This design comes from an exercise in tuning for small area on the open sky130 flow, not from production work. In this exercise RTL edits were held to simulation tests only and were not proved equivalent to the original. Power figures rest on the tool's default switching activity, not on a simulated workload.

## flow/design.v (module list and top-level ports; edited modules follow where they fit)
// module tetromino_offsets: 89 lines
// module tetromino_cell0: 41 lines
// module tetromino_rotate_datum: 162 lines
// module seven_permute: 119 lines
// module text_display: 120 lines
// module score_display: 85 lines
// module glyph_row: 161 lines
// module vga_sync: 82 lines
// module tetris_top: 1118 lines
module tetris_top(
    input clk,  
    input reset_n,  
    input [3:0] usr_btn,
    input [3:0] usr_sw,
    output [3:0] usr_led,
    output VGA_HSYNC, VGA_VSYNC,
    output [3:0] VGA_RED, VGA_GREEN, VGA_BLUE
);
  // ...
==> flow/run.sh <==
#!/bin/bash
# synth_recipe.tcl (not shown) runs the flow's synth.tcl, then flattens the netlist and writes it again
# the make line also repeats each setting of config.mk as NAME=value (left out here)
make -C /OpenROAD-flow-scripts/flow DESIGN_CONFIG=/design/flow/config.mk WORK_HOME=/design/flow/orfs CLKGATE_MAP_FILE= SYNTH_SCRIPT=/design/flow/synth_recipe.tcl finish
==> flow/config.mk <==
export PLATFORM = sky130hd
export DESIGN_NAME = tetris_top
export DESIGN_NICKNAME = tetris_top
export VERILOG_FILES = /design/flow/design.v
export SDC_FILE = /design/flow/constraint.sdc
export NUM_CORES = 4
export LEC_CHECK = 0
export ABC_AREA = 1
export CAP_MARGIN = 20
export CORE_MARGIN = 2
export CORE_UTILIZATION = 60
export CTS_BUF_LIST = sky130_fd_sc_hd__clkbuf_16
export CTS_CLUSTER_DIAMETER = 90
export CTS_CLUSTER_SIZE = 20
export PLACE_DENSITY = 0.7
export SLEW_MARGIN = 20
==> flow/constraint.sdc <==
create_clock -name core_clock -period 28.0 [get_ports {clk}]
set_input_delay 5.6000 -clock core_clock [delete_from_list [all_inputs] [get_ports {clk}]]
set_output_delay 5.6000 -clock core_clock [all_outputs]
set_load 0.01 [all_outputs]
==> impl_metrics.json, run 1 <==
{
  "status": "complete, no violations",
  "rows": 109,
  "port-buffer-count": 25,
  "overflow": 0,
  "cts_max_path_buffers": 3,
  "cts_resized": 0,
  "ys_seq_elements": 981,
  "firstDrtPassIters": 7,
  "antenna_cells": 1,
  "maxSlewViolCount": 0,
  "final_nets": 6743,
  "ys_warn_count": 15,
  "die-area_sq_um": 92300,
  "synth.most_common_cell": "nand2_1",
  "slew_headroom_pct": 18.2,
  "viasPerCell": 5.96,
  "buf_share_pct": 1.32,
  "regMostFlops": "board",
  "grt.busiest_layer": "met2",
  "power-top-group": "sequential cells",
  "synth_area_sq_um": 53900,
  "async_flop_share_pct": 0,
  "comb_power_w": 0.000474,
  "cpPeakStageDelay_ns": 0.32,
  "synth_mux_area_share_pct": 0.0557,
  "clkSlewWorstSetupHoldPaths_ns": 0.09,
  "syn_inst": 6540,
  "leakagePower_nw": 22.9,
  "nFlopsAndLatches": 981,
  "holdWs_ns": 0.446,
  "instances_no_fill": 7716,
  "synth-compound-area-share_pct": 10.7
}
==> module tetris_top, before the edit <==
module tetris_top(
    input clk,  
    input reset_n,  
    input [3:0] usr_btn,
    input [3:0] usr_sw,
    output [3:0] usr_led,
    output VGA_HSYNC, VGA_VSYNC,
    output [3:0] VGA_RED, VGA_GREEN, VGA_BLUE
);
parameter system_clk = 30_720;  
reg vga_clk;
always @(posedge clk) begin
    if (reset_n == 1'b0) vga_clk <= 1'b0;
    else vga_clk <= !vga_clk;
end
parameter WIDTH = 640;
parameter HEIGHT = 480;
wire vedio_on, pixel_tick;
wire [9:0] pixel_y;
wire [9:0] pixel_x;
reg [4:0] rgb_reg;
reg [4:0] rgb_next;
wire [20:0] rgb_oh = 21'd1 << rgb_reg;
wire [11:0] rgb_out;
assign rgb_out[0] = |(rgb_oh & 21'h03120c);
assign rgb_out[1] = |(rgb_oh & 21'h08510c);
assign rgb_out[2] = |(rgb_oh & 21'h02900c);
assign rgb_out[3] = |(rgb_oh & 21'h04108c);
assign rgb_out[4] = |(rgb_oh & 21'h031158);
assign rgb_out[5] = |(rgb_oh & 21'h007058);
assign rgb_out[6] = |(rgb_oh & 21'h029058);
assign rgb_out[7] = |(rgb_oh & 21'h04305a);
assign rgb_out[8] = |(rgb_oh & 21'h133932);
assign rgb_out[9] = |(rgb_oh & 21'h107432);
assign rgb_out[10] = |(rgb_oh & 21'h02b032);
assign rgb_out[11] = |(rgb_oh & 21'h0430b2);
assign {VGA_RED, VGA_GREEN, VGA_BLUE} = rgb_out;
vga_sync vga(.clk(clk), .ce(!vga_clk), .reset(~reset_n), .visible(vedio_on),
            .p_tick(pixel_tick), .pixel_x(pixel_x), .pixel_y(pixel_y),
            .oHS(VGA_HSYNC), .oVS(VGA_VSYNC));
wire [9:0] h = pixel_x;
wire [9:0] v = pixel_y;
wire [5:0] bw = h[9:4] - 6'd15;                         
wire [5:0] bh = 6'd25 - v[9:4] - (v[3:0] != 4'd0);      
wire btn_left, btn_right, btn_soft_drop, btn_rot;
reg sw_hold;
reg [1:0] sw_state;
assign btn_right = usr_btn[0];
assign btn_left = usr_btn[1];
assign btn_soft_drop = usr_btn[2];
assign btn_rot = usr_btn[3];
assign usr_led = ~usr_btn;
parameter BOARD_EMPTY = 0, BOARD_L = 1, BOARD_J = 2,
          BOARD_I     = 3, BOARD_O = 4, BOARD_Z = 5,
          BOARD_S     = 6, BOARD_T = 7;
parameter ROTATION_0 = 0, ROTATION_1 = 1,
          ROTATION_2 = 2, ROTATION_3 = 3;
parameter Handling_DAS = 10, Handling_ARR = 2,
          Handling_ARE = 6;
reg rn_neg;
always @(negedge clk) rn_neg <= reset_n;
reg [8:0] cnt_frame;  
always @(posedge clk) begin
    if (rn_neg == 1'b0) begin
        cnt_frame <= 0;
    end else if (cnt_frame == 9'd511) begin
        cnt_frame <= 0;
    end else begin
        cnt_frame <= cnt_frame + 1;
    end
end
wire clk_frame_pulse = rn_neg && cnt_frame == 9'd511;
reg [7:0] restart_cnt;  
reg prev_sw0;
reg sw0_toggled;
parameter S_INIT     = 0, S_MENU     = 1,
          S_GAMEPLAY = 2, S_GAMEOVER = 3;
parameter GAMEOVER_WAIT_TIME = 180;  
reg game_over;
reg [1:0] P_next_main;  
wire [1:0] P_main = rn_neg ? P_next_main : S_INIT;
always @(posedge clk) begin
    if (reset_n == 1'b0) begin
        prev_sw0 <= usr_sw[0];
        sw0_toggled <= 1'b0;
    end else if (clk_frame_pulse) begin
        if (prev_sw0 != usr_sw[0]) begin
            sw0_toggled <= 1'b1;
            prev_sw0 <= usr_sw[0];
        end else begin
            sw0_toggled <= 1'b0;
        end
    end
end
always @(posedge clk) begin
    if (reset_n == 1'b0) begin
        P_next_main <= S_INIT;
        restart_cnt <= 0;
    end else begin
        case (P_main)
            S_INIT: begin
                P_next_main <= S_MENU;
                restart_cnt <= 0;
            end
            S_MENU: begin
                if (sw0_toggled) begin
                    P_next_main <= S_GAMEPLAY;
                end else begin
                    P_next_main <= S_MENU;
                end
            end
            S_GAMEPLAY: begin
                if (game_over) begin
                    P_next_main <= S_GAMEOVER;
                    restart_cnt <= GAMEOVER_WAIT_TIME;
                end else begin
                    P_next_main <= S_GAMEPLAY;
                end
            end
            S_GAMEOVER: begin
                if (clk_frame_pulse && restart_cnt > 0) begin
                    restart_cnt <= restart_cnt - 1;
                end
                if (restart_cnt == 0) begin
                    P_next_main <= S_MENU;
                end else begin
                    P_next_main <= S_GAMEOVER;
                end
            end
        endcase
    end
end
reg [2:0] board[0:9][0:21];
reg [9:0] board22;
reg board_clr;
reg [2:0] piece;
reg block_write;
reg [3:0] block_x;
reg [5:0] block_y;
reg [2:0] block_data;
always @(posedge clk) begin
    if (block_write && block_x < 10 && block_y < 22) begin
        board[block_x][block_y] <= block_data;
    end
    if (block_write && block_x < 10 && block_y == 22) begin
        board22[block_x] <= (block_data == BOARD_I);
    end
end
always @(negedge clk) begin
    if (reset_n == 1'b0) board_clr <= 1'b1;
    else if (block_write && block_x == 9 && block_y == 22) board_clr <= 1'b0;
end
function [2:0] board_rd;
    input [3:0] x;
    input [5:0] y;
    input [5:0] nrows;
    integer i, j;
    reg [2:0] row_v;
    begin
        board_rd = BOARD_EMPTY;
        for (j = 0; j < 23; j = j + 1) begin
            row_v = BOARD_EMPTY;
            for (i = 0; i < 10; i = i + 1)
                if (j < 22)
                    row_v = row_v | (board[i][j] & {3{x == i}});
                else
                    row_v = row_v | ({1'b0, board22[i], board22[i]} & {3{x == i}});
            if (j < nrows)
                board_rd = board_rd | (row_v & {3{y == j}});
        end
        board_rd = board_rd & {3{!board_clr}};
    end
endfunction
reg test_start;  
reg test_busy;  
wire [2:0] test_piece;
assign test_piece = piece;
reg [3:0] test_x;  
reg [5:0] test_y;  
reg [1:0] test_rotation;
reg [2:0] test_state;
reg test_result;  
reg [3:0] test_x_off;
reg [5:0] test_y_off;
wire test_collide;
wire [2:0] port2_data;
assign test_collide = port2_data == BOARD_EMPTY;
wire signed [2:0] off_x0, off_y0, off_x1, off_y1, off_x2, off_y2;
tetromino_offsets offsets(piece, ph ? test_rotation : rotation,
                          off_x0, off_y0, off_x1, off_y1, off_x2, off_y2);
reg signed [2:0] off_x, off_y;
always @(*) begin
    if (ph ? test_state == 3'd3 : P_piece == S_PIECE_PLACE_2) begin
        off_x = off_x1; off_y = off_y1;
    end
    else if (ph ? test_state == 3'd4 : P_piece == S_PIECE_PLACE_3) begin
        off_x = off_x2; off_y = off_y2;
    end
    else begin
        off_x = off_x0; off_y = off_y0;
    end
end
wire [3:0] pos_x = (ph ? test_x : piece_x) + {off_x[2], off_x};
wire [5:0] pos_y = (ph ? test_y : piece_y) + {{3{off_y[2]}}, off_y};
always @(negedge clk) begin
    if (reset_n == 1'b0) begin
        test_state <= 0;  
        test_busy <= 1'b0;
        test_result <= 1'b1;
        test_x_off <= 0;
        test_y_off <= 0;
    end else if (test_start) begin
        test_state <= 1;
        test_busy <= 1'b1;
        test_result <= 1'b1;
    end
    if (reset_n == 1'b1) case (test_state)
        1: begin
            test_state <= 2;
            test_x_off <= test_x;
            test_y_off <= test_y;
            case (test_piece)
                BOARD_I: begin
                    case (test_rotation)  
                        ROTATION_0: test_result <= test_x < 1 || test_x > 7               || test_y > 39;
                        ROTATION_1: test_result <=               test_x > 9 || test_y < 2 || test_y > 39;
                        ROTATION_2: test_result <= test_x < 2 || test_x > 8               || test_y > 39;
                        ROTATION_3: test_result <=               test_x > 9 || test_y < 1 || test_y > 39;
                    endcase
                end
                BOARD_O: begin
                    case (test_rotation)
                        ROTATION_0: test_result <=               test_x > 8               || test_y > 39;
                        ROTATION_1: test_result <=               test_x > 8 || test_y < 1 || test_y > 39;
                        ROTATION_2: test_result <= test_x < 1 || test_x > 9 || test_y < 1 || test_y > 39;
                        ROTATION_3: test_result <= test_x < 1 || test_x > 9               || test_y > 39;
                    endcase
                end
                default: begin
                    case (test_rotation)
                        ROTATION_0: test_result <= test_x < 1 || test_x > 8               || test_y > 39;
                        ROTATION_1: test_result <=               test_x > 8 || test_y < 1 || test_y > 39;
                        ROTATION_2: test_result <= test_x < 1 || test_x > 8 || test_y < 1 || test_y > 39;
                        ROTATION_3: test_result <= test_x < 1 || test_x > 9 || test_y < 1 || test_y > 39;
                    endcase
                end
            endcase
        end
        2: begin
            test_state <= 3;
            test_result <= !test_result && test_collide;
            test_x_off <= pos_x;
            test_y_off <= pos_y;
        end
        3: begin
            test_state <= 4;
            test_result <= test_result && test_collide;
            test_x_off <= pos_x;
            test_y_off <= pos_y;
        end
        4: begin
            test_state <= 5;
            test_result <= test_result && test_collide;
            test_x_off <= pos_x;
            test_y_off <= pos_y;
        end
        5: begin
            test_state <= 0;
            test_busy <= 1'b0;  
            test_result <= test_result && test_collide;
        end
    endcase
end
reg [3:0] piece_x;
reg [5:0] piece_y;
reg top_out_detect;
always @(posedge clk) begin
    if (reset_n == 1'b0) top_out_detect <= 1'b0;
    else case (test_piece)
        BOARD_I: begin
            case (test_rotation)
                ROTATION_0: top_out_detect <= piece_y > 19;
                ROTATION_1: top_out_detect <= piece_y > 21;
                ROTATION_2: top_out_detect <= piece_y > 19;
                ROTATION_3: top_out_detect <= piece_y > 20;
            endcase
        end
        BOARD_O: begin
            case (test_rotation)
                ROTATION_0: top_out_detect <= piece_y > 19;
                ROTATION_1: top_out_detect <= piece_y > 20;
                ROTATION_2: top_out_detect <= piece_y > 20;
                ROTATION_3: top_out_detect <= piece_y > 19;
            endcase
        end
        default: begin
            case (test_rotation)
                ROTATION_0: top_out_detect <= piece_y > 19;
                ROTATION_1: top_out_detect <= piece_y > 20;
                ROTATION_2: top_out_detect <= piece_y > 20;
                ROTATION_3: top_out_detect <= piece_y > 20;
            endcase
        end
    endcase
end
reg [2:0] score_d4;
reg [3:0] score_d3, score_d2, score_d1, score_d0;
reg score_added;
wire score_nz = |{score_d4, score_d3, score_d2, score_d1, score_d0};
reg [3:0] add_k;
reg [4:0] add_t2;
reg add_c2, add_c3, add_wrap;
reg [3:0] add_n2, add_n3, add_t3;
reg [2:0] add_t4;
reg [4:0] sub_t0, sub_t1, sub_t2;
reg [2:0] new_d4;
reg [3:0] new_d3, new_d2, new_d1, new_d0;
always @(*) begin
    case (line_cleared)
        1: add_k = 4'd1;
        2: add_k = 4'd3;
        3: add_k = 4'd5;
        default: add_k = 4'd8;
    endcase
    add_t2 = score_d2 + add_k;
    add_c2 = add_t2 > 9;
    add_n2 = add_c2 ? add_t2 - 10 : add_t2;
    add_t3 = score_d3 + add_c2;
    add_c3 = add_t3 > 9;
    add_n3 = add_c3 ? 4'd0 : add_t3;
    add_t4 = score_d4 + add_c3;
    add_wrap = add_t4 == 6 && (add_n3 > 5 || add_n3 == 5 && (add_n2 > 5 || add_n2 == 5 &&
               (score_d1 > 3 || score_d1 == 3 && score_d0 >= 6)));
    sub_t0 = {1'b0, score_d0} - 5'd6;
    sub_t1 = {1'b0, score_d1} - 5'd3 - sub_t0[4];
    sub_t2 = {1'b0, add_n2} - 5'd5 - sub_t1[4];
    if (add_wrap) begin
        new_d4 = 3'd0;
        new_d3 = 4'd0;
        new_d2 = sub_t2[4] ? sub_t2[3:0] + 4'd10 : sub_t2[3:0];
        new_d1 = sub_t1[4] ? sub_t1[3:0] + 4'd10 : sub_t1[3:0];
        new_d0 = sub_t0[4] ? sub_t0[3:0] + 4'd10 : sub_t0[3:0];
    end else begin
        new_d4 = add_t4;
        new_d3 = add_n3;
        new_d2 = add_n2;
        new_d1 = score_d1;
        new_d0 = score_d0;
    end
end
always @(posedge clk) begin
    if (reset_n == 1'b0) begin
        {score_d4, score_d3, score_d2, score_d1, score_d0} <= 0;
        score_added <= 0;
    end
    else if (P_next_main != S_GAMEPLAY || P_piece == S_PIECE_COUNTDOWN) begin
        score_added <= 0;
        if (P_main == S_INIT || P_main == S_MENU) begin
            {score_d4, score_d3, score_d2, score_d1, score_d0} <= 0;
        end
    end
    else if (P_main == S_GAMEPLAY && game_over && score_nz) begin
    end
    else if (P_piece == S_PIECE_LINE_CLEAR_GRAVITY_WIPE && line_cleared > 0 && !score_added) begin
        if (line_cleared <= 4)
            {score_d4, score_d3, score_d2, score_d1, score_d0} <= {new_d4, new_d3, new_d2, new_d1, new_d0};
        score_added <= 1;
    end
    else if (P_piece != S_PIECE_LINE_CLEAR_GRAVITY_WIPE) begin
        score_added <= 0;
    end
end
parameter ACTION_NONE = 0;
parameter ACTION_MOVE_L = 1;
parameter ACTION_MOVE_R = 2;
parameter ACTION_ROT_CW = 3;
parameter ACTION_HARD_DROP = 6;
reg [2:0] action;
reg [1:0] rotation;
reg DAS_active;
reg [4:0] DAS_cnt;
reg [3:0] ARE_cnt;
reg [2:0] hold_piece;
reg hold_able;
reg btn_rot_debounce;  
reg line_full;
reg line_empty;
reg [3:0] line_x;
reg [5:0] line_y_scan;
reg [5:0] line_y_write;
wire [3:0] line_scan;
wire line_scan_is_empty;
assign line_scan = {1'b0, line_rd};
assign line_scan_is_empty = (line_scan == BOARD_EMPTY);
reg [2:0] line_cleared;
parameter GRAVITY_FRAMES = 14;
reg [3:0] gravity_cnt;
reg gravity_trig;
parameter LOCK_FRAMES = 30;
parameter MOVE_RESET_LIMIT = 15;
reg [4:0] lock_cnt;
reg [3:0] move_reset;
reg on_ground;
reg on_ground_trig_test;  
reg permute_latch;
reg [2:0] queue_cnt;
wire [2:0] permute_in;
wire [2:0] permute_out;
assign permute_in = queue_cnt;
seven_permute UUT(clk, reset_n, permute_latch, permute_in, permute_out);
integer kdx;
reg [2:0] queue_q[0:12];  
reg [3:0] queue_length_q;
reg [2:0] queue[0:12];    
reg [3:0] queue_length;   
reg [2:0] queue_data;
reg queue_pop;
reg queue_add;
reg queue_clear;
always @(*) begin
    for (kdx = 0; kdx < 13; kdx = kdx + 1) begin
        queue[kdx] = queue_q[kdx];
    end
    queue_length = queue_length_q;
    if (rn_neg == 1'b0) begin
        queue_length = 0;
        for (kdx = 0; kdx < 13; kdx = kdx + 1) begin
            queue[kdx] = BOARD_EMPTY;
        end
    end else if (queue_clear) begin
        queue_length = 0;
    end else if (queue_pop) begin
        for (kdx = 0; kdx < 12; kdx = kdx + 1) begin
            queue[kdx] = queue_q[kdx + 1];
        end
        queue[12] = BOARD_EMPTY;
        queue_length = queue_length_q - 1;
    end else if (queue_add) begin
        for (kdx = 0; kdx < 13; kdx = kdx + 1) begin
            if (queue_length_q == kdx) queue[kdx] = queue_data;
        end
        queue_length = queue_length_q + 1;
    end
end
always @(posedge clk) begin
    for (kdx = 0; kdx < 13; kdx = kdx + 1) begin
        queue_q[kdx] <= queue[kdx];
    end
    queue_length_q <= queue_length;
end
reg ghost_calc;
reg [5:0] ghost_piece_y;
reg [2:0] datum_index;
wire [3:0] datum_x;
wire [5:0] datum_y;
tetromino_rotate_datum kick(piece, rotation, datum_index, datum_x, datum_y);
wire [3:0] tx_sum = piece_x + ((P_test == 3'd1) ? datum_x : (action == ACTION_MOVE_L) ? 4'hF : 4'h1);
wire [5:0] ty_sum = ((P_test == 3'd5 || P_test == 3'd7) ? test_y : piece_y) +
                    ((P_test == 3'd1) ? datum_y : 6'h3F);
wire [5:0] ty_inc = test_y + 6'd1;
parameter S_PIECE_COUNTDOWN       = 0, S_PIECE_BOARD_CLEARUP   = 1,
          S_PIECE_PREPARE_QUEUE_0 = 2, S_PIECE_PREPARE_QUEUE_1 = 3,
          S_PIECE_PREPARE_QUEUE_2 = 4, S_PIECE_SETUP           = 5,
          S_PIECE_SPAWN_DETECT    = 6, S_PIECE_DROP            = 7;
parameter S_PIECE_PLACE   =  8, S_PIECE_PLACE_0 =  9, S_PIECE_PLACE_1 = 10,
          S_PIECE_PLACE_2 = 11, S_PIECE_PLACE_3 = 12;
parameter S_PIECE_LINE_CLEAR_GRAVITY = 13;
parameter S_PIECE_LINE_CLEAR_GRAVITY_WIPE = 14;
parameter S_PIECE_ARE = 15;
wire [3:0] P_piece;
reg [3:0] P_next_piece;
reg ph_p, ph_n;
always @(posedge clk) ph_p <= reset_n ? !ph_p : 1'b0;
always @(negedge clk) ph_n <= ph_p;
wire ph = ph_p ^ ph_n;
wire [3:0] rd_x = !ph ? bw[3:0] : (test_state != 0) ? test_x_off : line_x;
wire [5:0] rd_y = !ph ? bh : (test_state != 0) ? test_y_off : line_y_scan;
assign port2_data = board_rd(rd_x, rd_y, 6'd23);
reg [2:0] line_rd;
always @(negedge clk) begin
    if (block_write && block_x < 10 && block_y < 23 && block_x == line_x && block_y == line_y_scan)
        line_rd <= !reset_n ? BOARD_EMPTY : (block_y < 22) ? block_data : {1'b0, {2{block_data == BOARD_I}}};
    else
        line_rd <= !reset_n ? BOARD_EMPTY : port2_data;
end
wire [2:0] P_test;
reg [2:0] P_next_test;
reg [2:0] nP_next_test;
assign P_piece = rn_neg ? P_next_piece : S_PIECE_COUNTDOWN;
assign P_test = rn_neg ? P_next_test : 3'd0;
always @(posedge clk) begin
    if (reset_n == 1'b0) begin
        P_next_piece <= S_PIECE_COUNTDOWN;
        P_next_test <= 0;
        nP_next_test <= 0;
        game_over <= 1'b0;
        DAS_cnt <= 0;
        DAS_active <= 1'b0;
        hold_piece <= BOARD_EMPTY;
        hold_able <= 1'b0;
        queue_pop <= 1'b0;
        queue_add <= 1'b0;
        queue_cnt <= 0;
        queue_clear <= 1'b0;
        queue_data <= 0;
        permute_latch <= 1'b0;
        line_x <= 0;
        line_y_write <= 0;
        line_y_scan <= 0;
        line_empty <= 1'b0;
        line_full <= 1'b0;
        line_cleared <= 0;
        sw_state <= 0;
        sw_hold <= 1'b0;
        block_x <= 0;
        block_y <= 0;
        block_data <= 0;
        block_write <= 1'b0;
        piece <= BOARD_EMPTY;
        piece_x <= 0;
        piece_y <= 0;
        test_x <= 0;
        test_y <= 0;
        rotation <= 0;
        test_rotation <= 0;
        btn_rot_debounce <= 1'b0;
        ARE_cnt <= 0;
        gravity_cnt <= 0;
        gravity_trig <= 1'b0;
        test_start <= 1'b0;
        lock_cnt <= 0;
        move_reset <= 0;
        action <= ACTION_NONE;
        on_ground <= 1'b0;
        on_ground_trig_test <= 1'b0;
        ghost_calc <= 1'b0;
        ghost_piece_y <= 0;
        datum_index <= 0;
    end
    else if (P_next_main != S_GAMEPLAY) begin
        P_next_piece <= S_PIECE_COUNTDOWN;
        game_over <= 1'b0;
    end
    else begin
        case (P_piece)
            S_PIECE_COUNTDOWN: begin
                P_next_piece <= S_PIECE_BOARD_CLEARUP;
                DAS_cnt <= 0;
                hold_piece <= BOARD_EMPTY;
                hold_able <= 1'b1;
                game_over <= 1'b0;
                queue_pop <= 1'b0;
                queue_add <= 1'b0;
                queue_cnt <= 0;
                queue_clear <= 1'b1;
                line_x <= 0;
                line_y_write <= 0;
                sw_state <= {2{usr_sw[3]}};
                sw_hold <= 0;
            end
            S_PIECE_BOARD_CLEARUP: begin
                block_x <= line_x;
                block_y <= line_y_write;
                block_data <= BOARD_EMPTY;
                if (line_y_write == 40) begin
                    block_write <= 1'b0;
                    P_next_piece <= S_PIECE_PREPARE_QUEUE_0;
                end
                else begin
                    block_write <= 1'b1;
                end
                if (line_x == 9) begin
                    line_x <= 0;
                    line_y_write <= line_y_write + 1;
                end
                else begin
                    line_x <= line_x + 1;
                end
            end
            S_PIECE_PREPARE_QUEUE_0: begin
                queue_clear <= 1'b0;
                if (queue_length < 7) begin
                    P_next_piece <= S_PIECE_PREPARE_QUEUE_1;
                end
                else begin
                    P_next_piece <= S_PIECE_SETUP;
                end
                queue_add <= 1'b0;
                queue_cnt <= 6;
                permute_latch <= 1'b1;
            end
            S_PIECE_PREPARE_QUEUE_1: begin
                permute_latch <= 1'b0;
                queue_data <= permute_out;
                queue_cnt <= queue_cnt - 1;
                queue_add <= 1'b1;
                if (queue_cnt == 0) begin
                    P_next_piece <= S_PIECE_PREPARE_QUEUE_2;
                end
            end
            S_PIECE_PREPARE_QUEUE_2: begin
                queue_add <= 1'b0;
                P_next_piece <= S_PIECE_SETUP;
            end
            S_PIECE_SETUP: begin
                if (hold_able || piece == BOARD_EMPTY) begin
                    piece <= queue[0];
                    queue_pop <= 1'b1;
                end
                piece_x <= 4;
                piece_y <= 21;
                test_x <= 4;
                test_y <= 21;
                if (btn_rot) begin
                    rotation <= ROTATION_1;
                    test_rotation <= ROTATION_1;
                    btn_rot_debounce <= 1'b1;  
                end
                else begin
                    rotation <= ROTATION_0;
                    test_rotation <= ROTATION_0;
                end
                P_next_piece <= S_PIECE_SPAWN_DETECT;
                ARE_cnt <= Handling_ARE;
                gravity_cnt <= 0;
                test_start <= 1'b1;
                lock_cnt <= 0;
                move_reset <= 0;
            end
            S_PIECE_SPAWN_DETECT: begin
                queue_pop <= 1'b0;
                test_start <= 1'b0;
                if (!test_busy) begin
                    if (test_result) begin
                        P_next_piece <= S_PIECE_DROP;
                    end
                    else begin
                        game_over <= 1'b1;
                    end
                end
            end
            S_PIECE_DROP: begin
                if (clk_frame_pulse) begin
                    if (btn_left ^ btn_right) begin
                        DAS_active <= 1'b1;
                        if (!DAS_active) begin  
                            DAS_cnt <= Handling_DAS;
                        end
                        else if (DAS_cnt == 0) begin
                            DAS_cnt <= Handling_ARR;
                        end
                        else begin
                            DAS_cnt <= DAS_cnt - 1;
                        end
                    end
                    else begin
                        DAS_active <= 1'b0;
                    end
                    if (gravity_cnt >= GRAVITY_FRAMES - 1 || btn_soft_drop && gravity_cnt >= GRAVITY_FRAMES / 6 - 1) begin
                        gravity_cnt <= 0;
                        gravity_trig <= 1'b1;
                    end
                    else begin
                        gravity_cnt <= gravity_cnt + 1;
                    end
                    if (btn_left && !btn_right) begin
                        if (!DAS_active || DAS_cnt == 0) begin
                            action <= ACTION_MOVE_L;
                        end
                    end
                    else if (!btn_left && btn_right) begin
                        if (!DAS_active || DAS_cnt == 0) begin
                            action <= ACTION_MOVE_R;
                        end
                    end
                    if (!btn_rot_debounce && btn_rot) begin
                        action <= ACTION_ROT_CW;
                    end
                    btn_rot_debounce <= btn_rot;
                    P_next_test <= 0;
                    if (on_ground) begin
                        lock_cnt <= lock_cnt + 1;
                    end
                    if (lock_cnt == 30 - 1 || move_reset == 15) begin
                        action <= ACTION_HARD_DROP;
                    end
                    on_ground_trig_test <= 1'b1;  
                    ghost_calc <= 1'b1;
                    sw_state <= {sw_state[0], usr_sw[3]};
                    if (^sw_state && hold_able) begin
                        piece <= hold_piece;
                        hold_piece <= piece;
                        hold_able <= 0;
                        P_next_piece <= S_PIECE_SETUP;
                    end
                end
                else begin
                    case (P_test)
                        0: begin  
                            if (action == ACTION_MOVE_L || action == ACTION_MOVE_R) begin
                                if (action == ACTION_MOVE_L) begin
                                    test_x <= tx_sum;
                                end
                                else begin
                                    test_x <= tx_sum;
                                end
                                test_y <= piece_y;
                                test_rotation <= rotation;
                                P_next_test <= 1;
                                nP_next_test <= 3;
                            end
                            else if (action == ACTION_ROT_CW ) begin
                                test_rotation <= rotation + 1;
                                P_next_test <= 1;
                                nP_next_test <= 2;
                                datum_index <= 0;
                            end
                            else if (action == ACTION_HARD_DROP) begin
                                test_x <= piece_x;
                                test_y <= ty_sum;
                                test_rotation <= rotation;
                                action <= ACTION_NONE;
                                P_next_test <= 1;
                                nP_next_test <= 5;
                            end
                            else if (gravity_trig) begin
                                gravity_trig <= 1'b0;
                                test_x <= piece_x;
                                test_y <= ty_sum;
                                test_rotation <= rotation;
                                P_next_test <= 1;
                                nP_next_test <= 4;
                            end
                            else if (on_ground_trig_test) begin
                                on_ground_trig_test <= 1'b0;
                                test_x <= piece_x;
                                test_y <= ty_sum;
                                test_rotation <= rotation;
                                P_next_test <= 1;
                                nP_next_test <= 6;
                            end
                            else if (ghost_calc) begin
                                ghost_calc <= 1'b0;
                                test_x <= piece_x;
                                test_y <= piece_y;
                                test_rotation <= rotation;
                                P_next_test <= 1;
                                nP_next_test <= 7;
                            end
                            else begin
                                P_next_test <= 0;
                                nP_next_test <= 0;
                            end
                            test_start <= 1'b0;
                        end
                        1: begin  
                            test_start <= 1'b1;
                            P_next_test <= nP_next_test;
                            if (nP_next_test == 2) begin
                                test_x <= tx_sum;
                                test_y <= ty_sum;
                            end
                        end
                        2: begin  
                            test_start <= 1'b0;
                            if (!test_busy) begin
                                if (test_result) begin
                                    P_next_test <= 4;
                                end
                                else if (datum_index == 4) begin
                                    P_next_test <= 0;
                                    action <= ACTION_NONE;
                                end
                                else begin
                                    datum_index <= datum_index + 1;
                                    P_next_test <= 1;
                                    nP_next_test <= 2;
                                end
                            end
                        end
                        3: begin  
                            test_start <= 1'b0;
                            if (!test_busy) begin
                                P_next_test <= 4;
                            end
                        end
                        4: begin  
                            if (!test_busy) begin
                                P_next_test <= 0;
                                action <= ACTION_NONE;
                                if (test_result) begin
                                    piece_x <= test_x;
                                    piece_y <= test_y;
                                    rotation <= test_rotation;
                                    if (lock_cnt != 0) begin
                                        lock_cnt <= 0;
                                        move_reset <= move_reset + 1;
                                    end
                                end
                            end
                        end
                        5: begin  
                            test_start <= 1'b0;
                            if (!test_busy) begin
                                if (test_result) begin
                                    test_y <= ty_sum;
                                    test_start <= 1'b1;
                                end
                                else begin
                                    piece_y <= ty_inc;
                                    P_next_test <= 0;
                                    P_next_piece <= S_PIECE_PLACE;
                                end
                            end
                        end
                        6: begin  
                            if (!test_busy) begin
                                P_next_test <= 0;
                                on_ground <= !test_result;
                            end
                        end
                        7: begin  
                            test_start <= 1'b0;
                            if (!test_busy) begin
                                if (test_result) begin
                                    test_y <= ty_sum;
                                    test_start <= 1'b1;
                                end
                                else begin
                                    ghost_piece_y <= ty_inc;
                                    P_next_test <= 0;
                                end
                            end
                        end
                    endcase
                end
            end
            S_PIECE_PLACE: begin
                block_data <= piece;
                block_write <= 1'b0;
                P_next_piece <= S_PIECE_PLACE_0;
            end
            S_PIECE_PLACE_0: begin
                block_x <= piece_x;
                block_y <= piece_y;
                block_write <= 1'b1;
                P_next_piece <= S_PIECE_PLACE_1;
            end
            S_PIECE_PLACE_1: begin
                block_x <= pos_x;
                block_y <= pos_y;
                P_next_piece <= S_PIECE_PLACE_2;
            end
            S_PIECE_PLACE_2: begin
                block_x <= pos_x;
                block_y <= pos_y;
                P_next_piece <= S_PIECE_PLACE_3;
            end
            S_PIECE_PLACE_3: begin
                block_x <= pos_x;
                block_y <= pos_y;
                P_next_piece <= S_PIECE_LINE_CLEAR_GRAVITY;
                line_x <= 0;
                line_y_scan <= 0;
                line_y_write <= 0;
                line_empty <= 1'b1;
                line_full <= 1'b1;
                if (top_out_detect) begin
                    game_over <= 1'b1;
                end
            end
            S_PIECE_LINE_CLEAR_GRAVITY: begin
                block_x <= line_x;
                block_y <= line_y_write;
                block_data <= line_scan;
                if (line_x == 9) begin
                    line_x <= 0;
                    if (line_empty && line_scan_is_empty) begin
                        line_cleared <= line_y_scan - line_y_write;
                        P_next_piece <= S_PIECE_LINE_CLEAR_GRAVITY_WIPE;
                    end
                    if (!(line_full && !line_scan_is_empty)) begin
                        line_y_write <= line_y_write + 1;
                    end
                    line_y_scan <= line_y_scan + 1;
                    line_empty <= 1'b1;
                    line_full <= 1'b1;
                end
                else begin
                    line_x <= line_x + 1;
                    line_empty <= line_empty && line_scan_is_empty;
                    line_full <= line_full && !line_scan_is_empty;
                end
            end
            S_PIECE_LINE_CLEAR_GRAVITY_WIPE: begin
                block_x <= line_x;
                block_y <= line_y_write;
                block_data <= BOARD_EMPTY;
                if (line_y_write == line_y_scan) begin
                    P_next_piece <= S_PIECE_ARE;
                end
                if (line_x == 9) begin
                    line_x <= 0;
                    line_y_write <= line_y_write + 1;
                end
                else begin
                    line_x <= line_x + 1;
                end
            end
            S_PIECE_ARE: begin
                block_write <= 1'b0;
                hold_able <= 1'b1;
                if (clk_frame_pulse) begin
                    ARE_cnt <= ARE_cnt - 1;
                    if (ARE_cnt == 0) begin
                        P_next_piece <= S_PIECE_PREPARE_QUEUE_0;
                    end
                end
            end
        endcase
    end
end
    parameter CENTER_W = WIDTH / 2;
    parameter CENTER_H = HEIGHT / 2;
    parameter BLOCK_SIZE = 16;
    parameter LINE_WIDTH = 4;
    parameter LEFT_BOUND  = CENTER_W - BLOCK_SIZE * 5;   
    parameter RIGHT_BOUND = CENTER_W + BLOCK_SIZE * 5;   
    parameter TOP_BOUND   = CENTER_H - BLOCK_SIZE * 10;  
    parameter BOTTOM_BOUND= CENTER_H + BLOCK_SIZE * 10;  
    parameter HOLD_W_START = LEFT_BOUND - BLOCK_SIZE * 5 - 10;
    parameter HOLD_W_END   = LEFT_BOUND - 10;
    parameter HOLD_H_START = TOP_BOUND;
    parameter HOLD_H_END   = TOP_BOUND + BLOCK_SIZE * 5;  
    parameter SCORE_W_START = RIGHT_BOUND + 10;
    parameter SCORE_W_END   = RIGHT_BOUND + BLOCK_SIZE * 5 + 10;
    parameter SCORE_H_END   = BOTTOM_BOUND;
    parameter SCORE_H_START = BOTTOM_BOUND - BLOCK_SIZE * 4;  
    parameter NEXT_W_START = RIGHT_BOUND + 10;
    parameter NEXT_W_END   = RIGHT_BOUND + BLOCK_SIZE * 5 + 10;
    parameter NEXT_H_START = TOP_BOUND;
    parameter NEXT_H_END   = SCORE_H_START - 10;
    wire [3:0] pdx = bw[3:0] - piece_x;
    wire [5:0] pdy = bh - piece_y;
    wire [5:0] gdy = bh - ghost_piece_y;
    function cell_match;
        input [3:0] dx;
        input [5:0] dy;
        begin
            cell_match = (dx == 4'd0 && dy == 6'd0) ||
                         (dx == {off_x0[2], off_x0} && dy == {{3{off_y0[2]}}, off_y0}) ||
                         (dx == {off_x1[2], off_x1} && dy == {{3{off_y1[2]}}, off_y1}) ||
                         (dx == {off_x2[2], off_x2} && dy == {{3{off_y2[2]}}, off_y2});
        end
    endfunction
    wire piece_cell = cell_match(pdx, pdy);
    wire ghost_cell = cell_match(pdx, gdy);
    wire index_is_piece = piece_cell && (P_piece == S_PIECE_DROP);
    wire ghost_piece_render = ghost_cell && (P_piece == S_PIECE_DROP);
    wire render_fwd = block_write && block_x < 10 && block_y < 23 && block_x == bw[3:0] && block_y == bh && !board_clr;
    wire [2:0] index_item = render_fwd ? ((block_y < 22) ? block_data : {1'b0, {2{block_data == BOARD_I}}}) : port2_data;
    wire [9:0] hn = 10'd240 - h;
    wire [5:0] hj = hn[9:4];
    wire hold_col = hj >= 1 && hj <= 4;
    wire [1:0] hold_cx = 3'd4 - hj[2:0];
    wire hold_row = bh == 17 || bh == 18;
    wire hold_cell;
    tetromino_cell0 cell_hold(hold_piece, hold_cx, bh == 18, hold_cell);
    wire hold_piece_render = hold_col && hold_row && hold_cell && hold_piece != BOARD_EMPTY;
    reg [2:0] q_slot_piece;
    reg q_row, q_cy;
    always @(*) begin
        q_row = 1'b1;
        q_cy = 1'b0;
        q_slot_piece = queue[0];
        case (bh)
            6'd17: q_slot_piece = queue[0];
            6'd18: begin q_slot_piece = queue[0]; q_cy = 1'b1; end
            6'd14: q_slot_piece = queue[1];
            6'd15: begin q_slot_piece = queue[1]; q_cy = 1'b1; end
            6'd11: q_slot_piece = queue[2];
            6'd12: begin q_slot_piece = queue[2]; q_cy = 1'b1; end
            6'd8:  q_slot_piece = queue[3];
            6'd9:  begin q_slot_piece = queue[3]; q_cy = 1'b1; end
            6'd5:  q_slot_piece = queue[4];
            6'd6:  begin q_slot_piece = queue[4]; q_cy = 1'b1; end
            default: q_row = 1'b0;
        endcase
    end
    wire q_col = bw >= 11 && bw <= 14;
    wire [5:0] q_cx6 = bw - 6'd11;
    wire q_cell;
    tetromino_cell0 cell_queue(q_slot_piece, q_cx6[1:0], q_cy, q_cell);
    wire queue_piece_render_all = q_col && q_row && q_cell;
    wire go_screen = (P_main == S_GAMEOVER);
    wire text_valid, digit_valid;
    wire [4:0] text_code, digit_code;
    wire [2:0] text_py, text_px, digit_py, digit_px;
    text_display text(.clk(clk), .ce(!vga_clk), .reset(~reset_n), .p_tick(pixel_tick),
        .pixel_x(h), .pixel_y(v), .go(go_screen),
        .valid(text_valid), .code(text_code), .py(text_py), .px(text_px));
    score_display digits(.clk(clk), .ce(!vga_clk), .reset(~reset_n), .p_tick(pixel_tick),
        .pixel_x(h), .pixel_y(v), .go(go_screen),
        .digits({score_d4, score_d3, score_d2, score_d1, score_d0}),
        .valid(digit_valid), .code(digit_code), .py(digit_py), .px(digit_px));
    wire glyph_on;
    glyph_row glyph(text_valid ? text_code : digit_code, text_valid ? text_py : digit_py,
                    text_valid ? text_px : digit_px, glyph_on);
    wire text_lit = text_valid && glyph_on;
    wire digit_lit = digit_valid && !text_valid && glyph_on;
    wire grid_line = (h[3:0] == 0) || (v[3:0] == 0);
    wire [4:0] diag = h[4:0] + v[4:0];
    wire stripe = diag[4];
    function [4:0] piece_color;
        input [2:0] p;
        input [4:0] dflt;
        begin
            piece_color = (p != BOARD_EMPTY) ? {2'b00, p} : dflt;
        end
    endfunction
    always@(posedge clk) begin
        if (reset_n == 1'b0) rgb_reg <= 5'd0;
        else if(pixel_tick) rgb_reg <= rgb_next;
    end
    always @(*) begin
        if (vedio_on) begin
            if (P_main == S_MENU) begin
                if (text_lit) rgb_next = 5'd4;
                else if (stripe) rgb_next = 5'd8;
                else rgb_next = 5'd9;
            end
            else if (P_main == S_GAMEOVER) begin
                if (text_lit) rgb_next = 5'd5;
                else if (digit_lit) rgb_next = 5'd4;
                else if (stripe) rgb_next = 5'd10;
                else rgb_next = 5'd11;
            end
            else begin
            if (((h >= LEFT_BOUND - LINE_WIDTH && h < LEFT_BOUND) ||
                (h >= RIGHT_BOUND && h < RIGHT_BOUND + LINE_WIDTH)) &&
                (v >= TOP_BOUND - LINE_WIDTH && v < BOTTOM_BOUND + LINE_WIDTH) ||
                ((v >= TOP_BOUND - LINE_WIDTH && v < TOP_BOUND) ||
                (v >= BOTTOM_BOUND && v < BOTTOM_BOUND + LINE_WIDTH)) &&
                (h >= LEFT_BOUND - LINE_WIDTH && h < RIGHT_BOUND + LINE_WIDTH) ) begin
                rgb_next = 5'd3;
            end
            else if(((h >= HOLD_W_START - LINE_WIDTH && h < HOLD_W_START) ||
                    (h >= HOLD_W_END && h < HOLD_W_END + LINE_WIDTH)) &&
                    (v >= HOLD_H_START && v < HOLD_H_END) ||
                    ((v >= HOLD_H_START - LINE_WIDTH && v < HOLD_H_START) ||
                    (v >= HOLD_H_END && v < HOLD_H_END + LINE_WIDTH)) &&
                    (h >= HOLD_W_START && h < HOLD_W_END) ) begin
                rgb_next = 5'd12;
            end
            else if(((h >= NEXT_W_START - LINE_WIDTH && h < NEXT_W_START) ||
                    (h >= NEXT_W_END && h < NEXT_W_END + LINE_WIDTH)) &&
                    (v >= NEXT_H_START && v < NEXT_H_END) ||
                    ((v >= NEXT_H_START - LINE_WIDTH && v < NEXT_H_START) ||
                    (v >= NEXT_H_END && v < NEXT_H_END + LINE_WIDTH)) &&
                    (h >= NEXT_W_START && h < NEXT_W_END) ) begin
                rgb_next = 5'd12;
            end
            else if(((h >= SCORE_W_START - LINE_WIDTH && h < SCORE_W_START) ||
                    (h >= SCORE_W_END && h < SCORE_W_END + LINE_WIDTH)) &&
                    (v >= SCORE_H_START && v < SCORE_H_END) ||
                    ((v >= SCORE_H_START - LINE_WIDTH && v < SCORE_H_START) ||
                    (v >= SCORE_H_END && v < SCORE_H_END + LINE_WIDTH)) &&
                    (h >= SCORE_W_START && h < SCORE_W_END) ) begin
                rgb_next = 5'd13;
            end
            else if (hold_piece_render && !hold_able) begin
                if (grid_line) rgb_next = 5'd14;
                else rgb_next = 5'd15;
            end
            else if (hold_piece_render || queue_piece_render_all) begin
                if (grid_line) rgb_next = 5'd16;
                else rgb_next = piece_color(hold_piece_render ? hold_piece : q_slot_piece, 5'd17);
            end
            else if(h >= LEFT_BOUND && h < RIGHT_BOUND &&
                    v >= TOP_BOUND && v < BOTTOM_BOUND) begin
                if (index_is_piece || (bh <= 19 && index_item != BOARD_EMPTY)) begin
                    if (grid_line) rgb_next = 5'd14;
                    else if (index_is_piece) rgb_next = piece_color(piece, 5'd12);
                    else rgb_next = piece_color(index_item, 5'd18);
                end
                else if (ghost_piece_render) begin
                    if (grid_line) rgb_next = 5'd0;
                    else rgb_next = 5'd15;
                end
                else begin
                    if (grid_line) rgb_next = 5'd14;
                    else rgb_next = 5'd0;
                end
            end
            else if(h >= HOLD_W_START && h < HOLD_W_END &&
                    v >= HOLD_H_START && v < HOLD_H_END) begin
                rgb_next = 5'd19;
            end
            else if(h >= NEXT_W_START && h < NEXT_W_END &&
                    v >= NEXT_H_START && v < NEXT_H_END) begin
                rgb_next = 5'd19;
            end
            else if(h >= SCORE_W_START && h < SCORE_W_END &&
                    v >= SCORE_H_START && v < SCORE_H_END) begin
                if (digit_lit) rgb_next = 5'd4;
                else rgb_next = 5'd20;
            end
            else begin
                if (stripe) rgb_next = 5'd8;
                else rgb_next = 5'd9;
            end
            end
        end
        else begin
            rgb_next = 5'd0;  
        end
    end
endmodule
==> run 2: changes to the inputs <==
--- a/flow/design.v
+++ b/flow/design.v
@@ -1016,25 +1016,20 @@
     if (reset_n == 1'b0) board_clr <= 1'b1;
     else if (block_write && block_x == 9 && block_y == 22) board_clr <= 1'b0;
 end
-function [2:0] board_rd;
-    input [3:0] x;
-    input [5:0] y;
-    input [5:0] nrows;
-    integer i, j;
-    reg [2:0] row_v;
+function [2:0] or10;
+    input [29:0] c;
+    integer i;
     begin
-        board_rd = BOARD_EMPTY;
-        for (j = 0; j < 23; j = j + 1) begin
-            row_v = BOARD_EMPTY;
-            for (i = 0; i < 10; i = i + 1)
-                if (j < 22)
-                    row_v = row_v | (board[i][j] & {3{x == i}});
-                else
-                    row_v = row_v | ({1'b0, board22[i], board22[i]} & {3{x == i}});
-            if (j < nrows)
-                board_rd = board_rd | (row_v & {3{y == j}});
-        end
-        board_rd = board_rd & {3{!board_clr}};
+        or10 = 3'd0;
+        for (i = 0; i < 10; i = i + 1) or10 = or10 | c[3*i +: 3];
+    end
+endfunction
+function [2:0] or23;
+    input [68:0] c;
+    integer i;
+    begin
+        or23 = 3'd0;
+        for (i = 0; i < 23; i = i + 1) or23 = or23 | c[3*i +: 3];
     end
 endfunction
 reg test_start;  
@@ -1341,7 +1336,29 @@
 wire ph = ph_p ^ ph_n;
 wire [3:0] rd_x = !ph ? bw[3:0] : (test_state != 0) ? test_x_off : line_x;
 wire [5:0] rd_y = !ph ? bh : (test_state != 0) ? test_y_off : line_y_scan;
-assign port2_data = board_rd(rd_x, rd_y, 6'd23);
+wire [9:0] rd_col;
+wire [22:0] rd_row;
+wire [68:0] rd_rowv;
+genvar gi, gj;
+generate
+    for (gi = 0; gi < 10; gi = gi + 1) begin : g_rd_col
+        assign rd_col[gi] = (rd_x == gi);
+    end
+    for (gj = 0; gj < 23; gj = gj + 1) begin : g_rd_row
+        wire [29:0] cells;
+        assign rd_row[gj] = (rd_y == gj);
+        for (gi = 0; gi < 10; gi = gi + 1) begin : g_cell
+            if (gj < 22) begin : g_full
+                assign cells[3*gi +: 3] = board[gi][gj] & {3{rd_col[gi]}};
+            end
+            else begin : g_top
+                assign cells[3*gi +: 3] = {1'b0, board22[gi], board22[gi]} & {3{rd_col[gi]}};
+            end
+        end
+        assign rd_rowv[3*gj +: 3] = or10(cells) & {3{rd_row[gj]}};
+    end
+endgenerate
+assign port2_data = or23(rd_rowv) & {3{!board_clr}};
 reg [2:0] line_rd;
 always @(negedge clk) begin
     if (block_write && block_x < 10 && block_y < 23 && block_x == line_x && block_y == line_y_scan)
@@ -1812,15 +1829,17 @@
     function cell_match;
         input [3:0] dx;
         input [5:0] dy;
+        input [17:0] o;    
         begin
             cell_match = (dx == 4'd0 && dy == 6'd0) ||
-                         (dx == {off_x0[2], off_x0} && dy == {{3{off_y0[2]}}, off_y0}) ||
-                         (dx == {off_x1[2], off_x1} && dy == {{3{off_y1[2]}}, off_y1}) ||
-                         (dx == {off_x2[2], off_x2} && dy == {{3{off_y2[2]}}, off_y2});
+                         (dx == {o[17], o[17:15]} && dy == {{3{o[14]}}, o[14:12]}) ||
+                         (dx == {o[11], o[11:9]}  && dy == {{3{o[8]}},  o[8:6]})   ||
+                         (dx == {o[5], o[5:3]}    && dy == {{3{o[2]}},  o[2:0]});
         end
     endfunction
-    wire piece_cell = cell_match(pdx, pdy);
-    wire ghost_cell = cell_match(pdx, gdy);
+    wire [17:0] piece_offs = {off_x0, off_y0, off_x1, off_y1, off_x2, off_y2};
+    wire piece_cell = cell_match(pdx, pdy, piece_offs);
+    wire ghost_cell = cell_match(pdx, gdy, piece_offs);
     wire index_is_piece = piece_cell && (P_piece == S_PIECE_DROP);
     wire ghost_piece_render = ghost_cell && (P_piece == S_PIECE_DROP);
     wire render_fwd = block_write && block_x < 10 && block_y < 23 && block_x == bw[3:0] && block_y == bh && !board_clr;
--- a/flow/config.mk
+++ b/flow/config.mk
@@ -8,9 +8,9 @@
 export ABC_AREA = 1
 export CAP_MARGIN = 20
 export CORE_MARGIN = 2
-export CORE_UTILIZATION = 60
+export CORE_UTILIZATION = 45
 export CTS_BUF_LIST = sky130_fd_sc_hd__clkbuf_16
 export CTS_CLUSTER_DIAMETER = 90
 export CTS_CLUSTER_SIZE = 20
-export PLACE_DENSITY = 0.7
+export PLACE_DENSITY = 0.6
 export SLEW_MARGIN = 20
==> impl_metrics.json, run 2 <==
{
  "yosysTopAreaCellShare_pct": 39.5,
  "critical_path_class": "reg -> reg",
  "regMostFlops": "board",
  "cts_setup_buffers": 0,
  "cts_resized": 0,
  "tns_ns": 0,
  "worstMarginPinSlew_ns": 1.17,
  "clock-root-buffer": "clkbuf_16",
  "largest_reg_flops": 660,
  "cts_tree": "built",
  "ys_types": 75,
  "synth_area_leader_cell": "edfxtp_1",
  "leakagePower_nw": 24.8,
  "die-area_sq_um": 123000,
  "slew_headroom_pct": 22.0,
  "maxSlewViolCount": 0,
  "synth_area_sq_um": 54200,
  "hold_class": "reg -> reg",
  "cp_max_fo": 2,
  "syn_inst": 6597,
  "cts_max_path_buffers": 3,
  "ys_warn_count": 15,
  "ir_worst_vdd_v": 0.0000616,
  "arrival_ns": 21.70,
  "grt_antenna_before_repair": 2,
  "yosysSeqAreaShare_pct": 49.4,
  "ys_seq_elements": 981,
  "cts_sinks": 981,
  "reg2reg_slack_ns": 6.81,
  "clk_latency_ns": 0.72,
  "cts_hold_buf": 0,
  "hold_viol": 0,
  "reg2reg_depth": 47,
  "viasPerCell": 5.58,
  "start_kind": "flip-flop",
  "required_ns": 28.51,
  "cap_viol_max_count": 0,
  "async_flop_share_pct": 0,
  "synth.most_common_cell": "nand2_1",
  "routedWlPerCell_um": 20.5,
  "rr_endpoint": "queue_data[0]",
  "pwr_density_cell_nw_per_um2": 49.8,
  "firstDrtPassIters": 9,
  "first_iter_violations": 4955,
  "drc": 0,
  "port-buffer-count": 25,
  "boundaryPins": 28,
  "synth_fp_nets": 6830,
  "grt_pass1_wl_mm": 254,
  "area_delta_synth_final_pct": 6.14,
  "synthFlopType": "edfxtp_1",
  "cpPeakStageDelay_ns": 0.30,
  "finalClockSkew_ns": 0.0491,
  "hp-start": "UUT.rand7[1]",
  "reg2reg_from": "UUT.rand7_latch[2]",
  "place_congestion": 0.960,
  "grtUsageTotal_pct": 26.8,
  "fp.dieH_um": 351,
  "core_area_sq_um": 120000,
  "rsz0062_at_grt": "false",
  "start_util_pct": 45.3,
  "die_w_um": 351,
  "slowest_stage": "dfxtp_1",
  "antenna_cells": 0,
  "vias": 45600,
  "reg_top3": "board (660), queue_q (39)",
  "overflow": 0,
  "status": "complete, no violations",
  "final_nets": 6776,
  "endpoint_kind": "flip-flop",
  "ant_nets": 0,
  "synthTopCellsByArea": "edfxtp_1 39%, nand2_1 11%, dfxtp_1 9.9%",
  "numCtsBuffers": 57,
  "grt_max_degree": 125,
  "dp_hpwl_mm": 110,
  "min_to": "UUT.rand7[2]",
  "wl_mm": 168,
  "holdWs_ns": 0.441,
  "synth_area_per_cell_sq_um": 8.21,
  "hold_depth": 2,
  "layout_common_cells": "1575 x nand2_1, 871 x nor2_1, 798 x inv_1",
  "synth_common_cells": "1582 x nand2_1, 875 x nor2_1, 756 x inv_1",
  "setup_violations": 0,
  "grt_pass1_vias": 42200,
  "synth_edf_count": 712,
  "layout-drive-gt1-share_pct": 3.47,
  "cts.htree.levels": 2,
  "crit_top_cell": "ha_1",
  "clkSlewWorstSetupHoldPaths_ns": 0.09,
  "mostFrequentLayoutCell": "nand2_1",
  "rows": 127
}
[run 2: cell count changes in the layout (fill, tap and decap cells not counted), sizes merged, moves of 5 or more]
cell / previous run / this run
nand3: 485 / 563
nand2: 1684 / 1611
nor2: 850 / 890
inv: 798 / 821
nand3b: 37 / 15
buf: 67 / 51
a31oi: 47 / 32
a211oi: 51 / 40
o21bai: 0 / 6
o22ai: 20 / 26
o31ai: 7 / 12
[run 2: worst max-delay path by stage]
stage	endpoint	start	cells past startpoint
final	queue_data[0]	UUT.rand7_latch[2]	47
after global routing	queue_data[0]	UUT.rand7_latch[2]	47
after CTS	queue_data[0]	UUT.rand7_latch[2]	47
after detailed placement	UUT.rand7_latch[2]	reset_n	6
after global placement	UUT.rand7_latch[2]	reset_n	6
after floorplan	test_x_off[1]	reset_n	5
[run 2: final cells by class]
class	instances	area, sq um
clock buffers	58	1450
clock inverters	58	343
fillers	11700	62100
inverters	776	2920
multi-input cells	4617	23300
flip-flops and latches	981	26800
well taps	1612	2020
repair buffers	75	668
[run 2: kinds of logic (layout without fill, tap and decap cells)]
group | after synthesis | after routing | synth area share, %
AO/OA/AOI/OAI | 1006 | 1006 | 10.6
XOR/XNOR | 121 | 121 | 1.96
adder cells (fa/ha/maj) | 223 | 223 | 5.33
buffers and inverters | 999 | 967 | 7.63
flip-flops | 981 | 981 | 49.4
multiplexers | 1 | 1 | 0.0208
AND/OR/NAND/NOR | 3266 | 3266 | 25.1
[run 2: through the flow]
| step | power (W) | worst slack (ns) | cells | instance area [sq um] | util, % |
|---|---|---|---|---|---|
| after floorplan | 0.00186 | 7.42 | 6597 | 54200 | - |
| after global placement | 0.00198 | 6.58 | 8061 | 55700 | 46.5 |
| after detailed placement | 0.00199 | 6.57 | 8061 | 55700 | 46.5 |
| after CTS | 0.00287 | 6.77 | 8176 | 57500 | 48.0 |
| after global routing | 0.00296 | 6.20 | 8177 | 57500 | 48.1 |
| final | 0.00287 | 6.81 | 8177 | 57500 | 48.1 |
[run 2: critical path, delay by kind of cell, from the launching register on]
kind,cells,cell delay (ns)
flops,1,0.30
xor+xnor,2,0.46
fa+ha+maj,15,3.58
buf+inv,7,0.39
simple gates,12,0.87
compound gates,11,1.46
[run 2: per-layer routing]
metal	share of wire, %	track usage (%)
met5	0	0
met2	44	42.2
met3	8.9	3.91
met1	45	39.1
met4	2.2	6.21
[run 2: where the power goes]
part	internal, W	switching, W
Clock	0.000387	0.000523
Sequential	0.00155	0.0000141
Combinational	0.0000835	0.000311
Total	0.00202	0.000848
